This design comes from an exercise in tuning for small area and a short achievable clock period on the open sky130 flow, not from production work. Where RTL was checked, it was by simulation tests only, not by an equivalence proof against the original. Power and IR drop assume default switching activity.

==> flow/design.v (excerpt) <==
module roadrash_top (
    input         clk,
    input         reset,
    input  [5:0]  pBtns,
    input  [7:0]  duty_cycle,
    output [9:0]  bike_col_position,
    output [9:0]  left_car_row, left_car_column,
    output [9:0]  right_car_row, right_car_column,
    output [9:0]  middle_car_row, middle_car_column,
    output [2:0]  left_car_icon_num, right_car_icon_num, middle_car_icon_num,
    output [2:0]  background_num,
    output [3:0]  speed_hunds, speed_tens, speed_ones,
    output [3:0]  score_ones, score_tens, score_hunds,
    output [3:0]  score_thous, score_tenthous, score_hundthous,
    output        pwm_audio_out
    );
Size in the first run: ~890 cells after synthesis, about 150 flip-flops, roughly 140 I/O pins.
clock: 80.0 ns
lec_check: 0
abc_area: 1
cap_margin: 20
core_margin: 2
core_utilization: 65
cts_buf_list: sky130_fd_sc_hd__clkbuf_8
cts_cluster_size: 50
slew_margin: 20
standard.sh (not shown) runs the stock make flow with config.mk's settings and CLKGATE_MAP_FILE= SYNTH_SCRIPT=/design/flow/synth_recipe.tcl, a recipe that flattens the netlist after the stock synthesis.
==> flow/flow/run.sh <==
#!/bin/bash
# Layout flow: the standard flow (standard.sh) with these changes.
#  * The port buffers are sky130_fd_sc_hd__buf_1 instead of the delay cell
#    buffer_ports picks by default (the weakest buffer).
#  * repair_timing (after CTS and global routing) works to a setup margin of
#    62.75 ns, so it also shortens the slowest input and output paths.
# Floorplan, power grid, tap cells, placement, CTS and routing are ORFS's.
# Each step's full output goes to a log file in this folder.
set -euo pipefail
rm -rf scripts_area
cp -r "$FLOW_HOME/scripts" scripts_area
cp flow/abc_area.script scripts_area/abc_area.script
SCRIPTS_DIR="$PWD/scripts_area" ADDER_MAP_FILE= bash standard.sh synth > synth.log 2>&1
SETUP_SLACK_MARGIN=62.75 BUFFER_PORTS_ARGS="-buffer_cell sky130_fd_sc_hd__buf_1" \
  bash standard.sh finish > layout.log 2>&1
==> flow/flow/abc_area.script <==
strash
&get -n
&fraig -x
&put
dc2
strash
&get -n
&deepsyn -T 30
&put
strash
&get -n
&dch -f
&nf -R 1000
&put
topo
The starting point produced a clean layout.
Next try:
--- a/flow/config.mk
+++ b/flow/config.mk
@@ -11,4 +11,4 @@
 export CORE_UTILIZATION = 65
 export CTS_BUF_LIST = sky130_fd_sc_hd__clkbuf_8
-export CTS_CLUSTER_SIZE = 50
+export CTS_CLUSTER_SIZE = 30
 export SLEW_MARGIN = 20
What happened: Global-route usage does not change. Count of clock-buffer cells in the layout is unchanged. Clock skew does not change. First-iteration DRC count does not change. Power stays the same. Cell count stays the same. Utilization is unchanged. Setup slack does not change. Synthesized cell count does not change.
No functional check of the RTL was part of any run of this note.

========
Another version of the RTL of roadrash_top (not shown whole).
For scale: ~870 cells after synthesis, ~140 I/O pins, roughly 7000 um2 of cells after synthesis.
export LEC_CHECK = 0
export ABC_AREA = 1
export CAP_MARGIN = 20
export CORE_MARGIN = 2
export CORE_UTILIZATION = 65
export CTS_BUF_LIST = sky130_fd_sc_hd__clkbuf_8
export CTS_CLUSTER_SIZE = 30
export SLEW_MARGIN = 20
create_clock -name core_clock -period 80.0 [get_ports {clk}]
==> flow/flow/run.sh <==
#!/bin/bash
# Layout flow: the standard flow (standard.sh) with these changes.
#  * The port buffers are sky130_fd_sc_hd__buf_1 instead of the delay cell
#    buffer_ports picks by default (the weakest buffer).
#  * repair_timing (after CTS and global routing) works to a setup margin of
#    62.95 ns, so it also shortens the slowest input and output paths.
# Floorplan, power grid, tap cells, placement, CTS and routing are ORFS's.
# Each step's full output goes to a log file in this folder.
set -euo pipefail
rm -rf scripts_area
cp -r "$FLOW_HOME/scripts" scripts_area
cp flow/abc_area.script scripts_area/abc_area.script
SCRIPTS_DIR="$PWD/scripts_area" ADDER_MAP_FILE= SYNTH_KEEP_MODULES="pwm_cmp2 pwm_cmb" \
  bash standard.sh synth > synth.log 2>&1
SETUP_SLACK_MARGIN=62.95 BUFFER_PORTS_ARGS="-buffer_cell sky130_fd_sc_hd__buf_1" \
  bash standard.sh finish > layout.log 2>&1
==> flow/flow/abc_area.script <==
strash
&get -n
&fraig -x
&put
dc2
strash
&get -n
&deepsyn -T 60
&put
strash
&get -n
&dch -f
&nf -R 1000
&put
topo
The starting point passed the timing, DRC and antenna checks.
==> next run, changes <==
--- a/flow/flow/run.sh
+++ b/flow/flow/run.sh
@@ -4,5 +4,5 @@
 #    buffer_ports picks by default (the weakest buffer).
 #  * repair_timing (after CTS and global routing) works to a setup margin of
-#    62.95 ns, so it also shortens the slowest input and output paths.
+#    62.75 ns, so it also shortens the slowest input and output paths.
 # Floorplan, power grid, tap cells, placement, CTS and routing are ORFS's.
 # Each step's full output goes to a log file in this folder.
@@ -13,4 +13,4 @@
 SCRIPTS_DIR="$PWD/scripts_area" ADDER_MAP_FILE= SYNTH_KEEP_MODULES="pwm_cmp2 pwm_cmb" \
   bash standard.sh synth > synth.log 2>&1
-SETUP_SLACK_MARGIN=62.95 BUFFER_PORTS_ARGS="-buffer_cell sky130_fd_sc_hd__buf_1" \
+SETUP_SLACK_MARGIN=62.75 BUFFER_PORTS_ARGS="-buffer_cell sky130_fd_sc_hd__buf_1" \
   bash standard.sh finish > layout.log 2>&1
==> flow/flow/abc_area.script (replaced) <==
strash
&get -n
&fraig -x
&put
dc2
strash
&get -n
&deepsyn -T 30
&put
strash
&get -n
&dch -f
&nf -R 1000
&put
topo
Sequential power is about the same.
Wire length goes down by about 3.4%.
Power is higher by about 3.6%.
==> next run, changes <==
==> flow/flow/abc_area.script (replaced) <==
strash
&get -n
&fraig -x
&put
dc2
strash
&get -n
&deepsyn -T 60
&put
strash
&get -n
&dch -f
&nf -R 1000
&put
topo
What happened: The changed run passed the timing, DRC and antenna checks. Global-route usage came out lower by 0.27 points. Setup slack loses 7.5 ps. Area after synthesis drops by 1.2%. Final area falls by about 1.7%. Sequential share of layout area increases by 0.58 points. First-iteration DRC count goes down by about 0.6%. Power drops by 2.1%.
==> next run, changes <==
--- a/flow/flow/run.sh
+++ b/flow/flow/run.sh
@@ -4,5 +4,5 @@
 #    buffer_ports picks by default (the weakest buffer).
 #  * repair_timing (after CTS and global routing) works to a setup margin of
-#    62.75 ns, so it also shortens the slowest input and output paths.
+#    62.85 ns, so it also shortens the slowest input and output paths.
 # Floorplan, power grid, tap cells, placement, CTS and routing are ORFS's.
 # Each step's full output goes to a log file in this folder.
@@ -13,4 +13,4 @@
 SCRIPTS_DIR="$PWD/scripts_area" ADDER_MAP_FILE= SYNTH_KEEP_MODULES="pwm_cmp2 pwm_cmb" \
   bash standard.sh synth > synth.log 2>&1
-SETUP_SLACK_MARGIN=62.75 BUFFER_PORTS_ARGS="-buffer_cell sky130_fd_sc_hd__buf_1" \
+SETUP_SLACK_MARGIN=62.85 BUFFER_PORTS_ARGS="-buffer_cell sky130_fd_sc_hd__buf_1" \
   bash standard.sh finish > layout.log 2>&1
After rerunning: Total power came out higher by 0.34%; design area came out higher by 0.38%; global-route usage came out higher by 0.69 points; non-clock buffer count came out lower by 1; core utilization came out higher by 0.29 points; register-to-register slack gains 190 ps; hold slack gains 3.6 ps; worst setup slack gains 71 ps; maximum frequency came out higher by 0.42%.
Function was not checked in any run of this note: the RTL went through the layout flow alone.

========
## job 9667
Another version of the RTL of roadrash_top (not shown whole).
Size: ~140 I/O pins, roughly 7000 sq um of cells after synthesis.
==> flow/design.v (excerpt) <==
module roadrash_top (
    input         clk,
    input         reset,
    input  [5:0]  pBtns,
    input  [7:0]  duty_cycle,
    output [9:0]  bike_col_position,
    output [9:0]  left_car_row, left_car_column,
    output [9:0]  right_car_row, right_car_column,
    output [9:0]  middle_car_row, middle_car_column,
    output [2:0]  left_car_icon_num, right_car_icon_num, middle_car_icon_num,
    output [2:0]  background_num,
    output [3:0]  speed_hunds, speed_tens, speed_ones,
    output [3:0]  score_ones, score_tens, score_hunds,
    output [3:0]  score_thous, score_tenthous, score_hundthous,
    output        pwm_audio_out
    );
export LEC_CHECK = 0
export ABC_AREA = 1
export CAP_MARGIN = 20
export CORE_MARGIN = 2
export CORE_UTILIZATION = 65
export CTS_BUF_LIST = sky130_fd_sc_hd__clkbuf_8
export CTS_CLUSTER_SIZE = 30
export SLEW_MARGIN = 20
create_clock -name core_clock -period 80.0 [get_ports {clk}]
==> flow/flow/run.sh <==
#!/bin/bash
# Layout flow: the standard flow (standard.sh) with these changes.
#  * The port buffers are sky130_fd_sc_hd__buf_1 instead of the delay cell
#    buffer_ports picks by default (the weakest buffer).
#  * repair_timing (after CTS and global routing) works to a setup margin of
#    62.75 ns, so it also shortens the slowest input and output paths.
# Floorplan, power grid, tap cells, placement, CTS and routing are ORFS's.
# Each step's full output goes to a log file in this folder.
set -euo pipefail
rm -rf scripts_area
cp -r "$FLOW_HOME/scripts" scripts_area
cp flow/abc_area.script scripts_area/abc_area.script
SCRIPTS_DIR="$PWD/scripts_area" ADDER_MAP_FILE= SYNTH_KEEP_MODULES="pwm_cmp2 pwm_cmb" \
  bash standard.sh synth > synth.log 2>&1
SETUP_SLACK_MARGIN=62.75 BUFFER_PORTS_ARGS="-buffer_cell sky130_fd_sc_hd__buf_1" \
  bash standard.sh finish > layout.log 2>&1
==> flow/flow/abc_area.script <==
strash
&get -n
&fraig -x
&put
dc2
strash
&get -n
&deepsyn -T 60
&put
strash
&get -n
&dch -f
&nf -R 1000
&put
topo
Job 9667: no failed stages, no open violations at the end
#### Input delta (job 3788 over job 9667)
--- a/flow/flow/abc_area.script
+++ b/flow/flow/abc_area.script
@@ -8 +8 @@
-&deepsyn -T 60
+&deepsyn -T 120
Results
Job 3788 went all the way through the flow, and no timing, DRC or antenna check failed. Final area, job 9667 and job 3788: lower on job 9667. Relative to job 9667, the global-route wire length before repair measured on job 3788 has increased slightly. Compared job 3788 against job 9667; chip width within noise. Delta(routed wire length, job 3788 - job 9667) > 0.
### job 3788 -> job 1573
Settings: CTS_BUF_LIST: sky130_fd_sc_hd__clkbuf_8 -> sky130_fd_sc_hd__clkbuf_4 sky130_fd_sc_hd__clkbuf_8.
--- a/flow/flow/abc_area.script
+++ b/flow/flow/abc_area.script
@@ -8 +8 @@
-&deepsyn -T 120
+&deepsyn -T 60
[summary]
Going from job 3788 to job 1573, the post-detailed-routing wire length was found to have gone down by 3.1%.
On synthesized area, job 1573 and job 3788 are basically level.
As far as number of clock sinks goes, job 3788 and job 1573 are indistinguishable; the numbers are identical.
Compared with job 3788, job 1573 shows post-route cell area lower by 58 sq um.

========
== build 19 ==
Another version of the RTL of roadrash_top (not shown whole).
Size in the first run: about 890 cells after synthesis, ~140 I/O pins, ~0.0070 mm2 of cells after synthesis.
==> flow/config.mk <==
export PLATFORM = sky130hd
export DESIGN_NAME = roadrash_top
export DESIGN_NICKNAME = roadrash_top
export VERILOG_FILES = /design/flow/design.v
export SDC_FILE = /design/flow/constraint.sdc
export NUM_CORES = 4
export LEC_CHECK = 0
export ABC_AREA = 1
export CAP_MARGIN = 20
export CORE_MARGIN = 2
export CORE_UTILIZATION = 65
export CTS_BUF_LIST = sky130_fd_sc_hd__clkbuf_8
export CTS_CLUSTER_DIAMETER = 100
export CTS_CLUSTER_SIZE = 40
export SLEW_MARGIN = 20
==> flow/constraint.sdc <==
create_clock -name core_clock -period 80.0 [get_ports {clk}]
set_input_delay 16.0000 -clock core_clock [delete_from_list [all_inputs] [get_ports {clk}]]
set_output_delay 16.0000 -clock core_clock [all_outputs]
set_load 0.01 [all_outputs]
==> flow/flow/abc_area.script <==
strash
&get -n
&fraig -x
&put
dc2
strash
&get -n
&deepsyn -T 30
&put
strash
&get -n
&dch -f
&nf -R 1000
&put
topo
Scripts as last shown in full above: flow/flow/run.sh
Setup changes, build 19 to build 31
Settings: CTS_CLUSTER_DIAMETER changed from 100 to 80; CTS_CLUSTER_SIZE changed from 40 to 30; CTS_BUF_LIST changed from sky130_fd_sc_hd__clkbuf_8 to sky130_fd_sc_hd__clkbuf_16.
Results
Build 31: number of clock-tree buffers in the layout 3 below build 19
Fmax: build 19 vs build 31 — no meaningful difference
Build 31 vs build 19, utilization of the core after routing went up by 1.7 points.
Changes observed in build 31 relative to build 19: routed wire length went up 4.2%; non-clock buffer count +2.
[inputs] build 80 vs build 31
Settings: CTS_BUF_LIST: sky130_fd_sc_hd__clkbuf_16 -> sky130_fd_sc_hd__clkbuf_8; CTS_CLUSTER_DIAMETER: 80 -> unset.
Results
Fraction of area in registers: build 80 vs build 31 up 0.87 points. Build 80 vs build 31, share of total power in combinational logic went up by 0.3 points. Switching portion of total power, build 80 and build 31: smaller value in build 31. Compared with build 31, total detailed-routing wirelength in build 80 decreased by a few percent. Build 31 → build 80: setup slack went up 37 ps, data arrival time of the critical path went down 40 ps, maximum cell stage delay along the critical path went down 40 ps, worst hold slack went up 4.2 ps, via count went down 0.47%. Re setup total negative slack: no difference whatsoever between build 80 and build 31.
No functional check of the RTL was part of any run of this note.

========
main:
Another version of the RTL of roadrash_top (not shown whole).
Size in the first run: roughly 900 cells after synthesis, roughly 150 flip-flops, ~0.0070 mm2 of cells after synthesis.
Settings: LEC_CHECK=0, ABC_AREA=1, CAP_MARGIN=20, CORE_MARGIN=2, CORE_UTILIZATION=65, CTS_BUF_LIST=sky130_fd_sc_hd__clkbuf_8, CTS_CLUSTER_SIZE=30, SLEW_MARGIN=20; clock period 80.0 ns.
==> flow/flow/run.sh <==
#!/bin/bash
set -euo pipefail
rm -rf scripts_area
cp -r "$FLOW_HOME/scripts" scripts_area
cp flow/abc_area.script scripts_area/abc_area.script
SCRIPTS_DIR="$PWD/scripts_area" ADDER_MAP_FILE= bash standard.sh synth > synth.log 2>&1
BUFFER_PORTS_ARGS="-buffer_cell sky130_fd_sc_hd__buf_1" bash standard.sh finish > layout.log 2>&1
Scripts as last shown in full above: flow/flow/abc_area.script
Input-level comparison between the feature branch and main:
==> flow/flow/run.sh <==
#!/bin/bash
set -euo pipefail
rm -rf scripts_area
cp -r "$FLOW_HOME/scripts" scripts_area
cp flow/abc_area.script scripts_area/abc_area.script
SCRIPTS_DIR="$PWD/scripts_area" ADDER_MAP_FILE= bash standard.sh synth > synth.log 2>&1
SETUP_SLACK_MARGIN=62.75 BUFFER_PORTS_ARGS="-buffer_cell sky130_fd_sc_hd__buf_1" bash standard.sh finish > layout.log 2>&1
## What came out
The feature branch vs. main: maximum number of buffers from clock root to sink held, clock share of power has decreased, non-clock buffer count saw a decrease, setup slack after placement moved down. Design area essentially unchanged between the feature branch and main. Looking at global routing usage on met2, the feature branch sits below main.
No run of this note included a check of the RTL's function; only the layout flow was run.

========
== oak ==
roadrash_top, a different RTL version from the one above (not shown whole).
For scale: about 150 flip-flops, about 140 I/O pins, about 7000 um2 of cells after synthesis.
clock: 80.0 ns
lec_check: 0
abc_area: 1
cap_margin: 20
core_margin: 2
core_utilization: 80
cts_buf_list: sky130_fd_sc_hd__clkbuf_8
cts_cluster_size: 30
slew_margin: 20
==> flow/flow/run.sh <==
#!/bin/bash
set -euo pipefail
rm -rf scripts_area
cp -r "$FLOW_HOME/scripts" scripts_area
cp flow/abc_area.script scripts_area/abc_area.script
SCRIPTS_DIR="$PWD/scripts_area" ADDER_MAP_FILE= bash standard.sh synth > synth.log 2>&1
SETUP_SLACK_MARGIN=62.75 BUFFER_PORTS_ARGS="-buffer_cell sky130_fd_sc_hd__buf_1" bash standard.sh finish > layout.log 2>&1
Scripts as last shown in full above: flow/flow/abc_area.script
Here is what was changed in the inputs of pine compared with oak.
- CORE_UTILIZATION changed from 80 to 65
==> flow/flow/run.sh <==
#!/bin/bash
# Layout flow: the standard flow (standard.sh) with these changes.
#  * The port buffers are sky130_fd_sc_hd__buf_1 instead of the delay cell
#    buffer_ports picks by default (the weakest buffer).
#  * repair_timing (after CTS and global routing) works to a setup margin of
#    62.75 ns, so it also shortens the slowest input and output paths.
# Floorplan, power grid, tap cells, placement, CTS and routing are ORFS's.
# Each step's full output goes to a log file in this folder.
set -euo pipefail
rm -rf scripts_area
cp -r "$FLOW_HOME/scripts" scripts_area
cp flow/abc_area.script scripts_area/abc_area.script
SCRIPTS_DIR="$PWD/scripts_area" ADDER_MAP_FILE= bash standard.sh synth > synth.log 2>&1
SETUP_SLACK_MARGIN=62.75 BUFFER_PORTS_ARGS="-buffer_cell sky130_fd_sc_hd__buf_1" \
  bash standard.sh finish > layout.log 2>&1
- Of pine and oak, the run reporting the lower worst hold slack across all endpoints was pine.
- Sort pine and oak by arrival time of data at the critical path endpoint, ascending, and pine comes first.
- In pine the final worst-path setup slack turned out 0.16 ns higher than in oak.
- Summary of pine over oak: number of global-route vias before repair has decreased; maximum frequency rose by 0.93%.
What birch does differently from pine at the input level:
==> flow/flow/run.sh <==
#!/bin/bash
set -euo pipefail
rm -rf scripts_area
cp -r "$FLOW_HOME/scripts" scripts_area
cp flow/abc_area.script scripts_area/abc_area.script
SCRIPTS_DIR="$PWD/scripts_area" ADDER_MAP_FILE= bash standard.sh synth > synth.log 2>&1
SETUP_SLACK_MARGIN=62.75 BUFFER_PORTS_ARGS="-buffer_cell sky130_fd_sc_hd__buf_1" bash standard.sh finish > layout.log 2>&1
Notes after the runs:
birch -> pine: die area delta 0, exact match
birch: no failed stages, no open violations at the end
The flow did not stop early for pine: all stages ran, and the layout cleared the timing, DRC and antenna checks.
Diff pine..birch | worst-skew pair later-pin latency | negligible
Changes observed in birch relative to pine: flip-flop and latch count stayed essentially flat, via count of the first global-routing pass stayed essentially flat.
Reported for birch and pine, setup slack turned out identical to the last digit.

## afterwards: timing with drivers on the ports
How much do the figures lean on ideal ports? The routed layouts below were timed once more, with nothing changed but the port constraints.
Step 1: set_driving_cell puts a clkbuf_16 on clk and a buf_2 on each other input, an assumption about the parent block.
Step 2 also shifts input and output timing later by t, the mid clock arrival at the registers, as if the neighbouring blocks saw the same clock.
Slacks: no drivers / after step 1 / after step 2; pairs: no drivers / after step 1.
| run | shift t [ns] | setup WS [ns] | worst setup path at the end | latest minus earliest clock arrival (ns) |
|---|---|---|---|---|
| the first run of note 1 | 0.474 | 62.193 / 62.204 / 61.729 | input to register | 0.011 / 0.011 |
| the second run of note 1 | 0.474 | 62.193 / 62.204 / 61.729 | input to register | 0.011 / 0.011 |
| the first run of note 2 | 0.468 | 62.944 / 62.953 / 62.489 | input to register | 0.012 / 0.012 |
| the second run of note 2 | 0.483 | 62.831 / 62.796 / 62.398 | input to register | 0.013 / 0.014 |
| the third run of note 2 | 0.479 | 62.823 / 62.786 / 62.381 | input to register | 0.011 / 0.011 |
| the fourth run of note 2 | 0.465 | 62.895 / 62.868 / 62.437 | input to register | 0.013 / 0.014 |
| job 9667 | 0.479 | 62.823 / 62.786 / 62.381 | input to register | 0.011 / 0.011 |
| job 3788 | 0.468 | 62.801 / 62.766 / 62.383 | input to register | 0.011 / 0.010 |
| job 1573 | 0.479 | 62.823 / 62.786 / 62.381 | input to register | 0.011 / 0.011 |
| build 19 | 0.480 | 62.816 / 62.780 / 62.394 | input to register | 0.009 / 0.010 |
| build 31 | 0.456 | 62.780 / 62.740 / 62.400 | input to register | 0.008 / 0.009 |
| build 80 | 0.480 | 62.816 / 62.780 / 62.394 | input to register | 0.009 / 0.010 |
| main | 0.489 | 62.493 / 62.507 / 62.017 | input to register | 0.013 / 0.013 |
| the feature branch | 0.477 | 62.726 / 62.731 / 62.253 | input to register | 0.007 / 0.007 |
| oak | 0.488 | 62.679 / 62.695 / 62.207 | input to register | 0.017 / 0.016 |
| pine | 0.486 | 62.839 / 62.804 / 62.464 | input to register | 0.012 / 0.012 |
| birch | 0.486 | 62.839 / 62.804 / 62.464 | input to register | 0.012 / 0.012 |
After both steps every run listed still meets setup and hold. The setup slack of main, which loses most, moves by +0.014 ns with the drivers and by -0.476 ns with both steps.
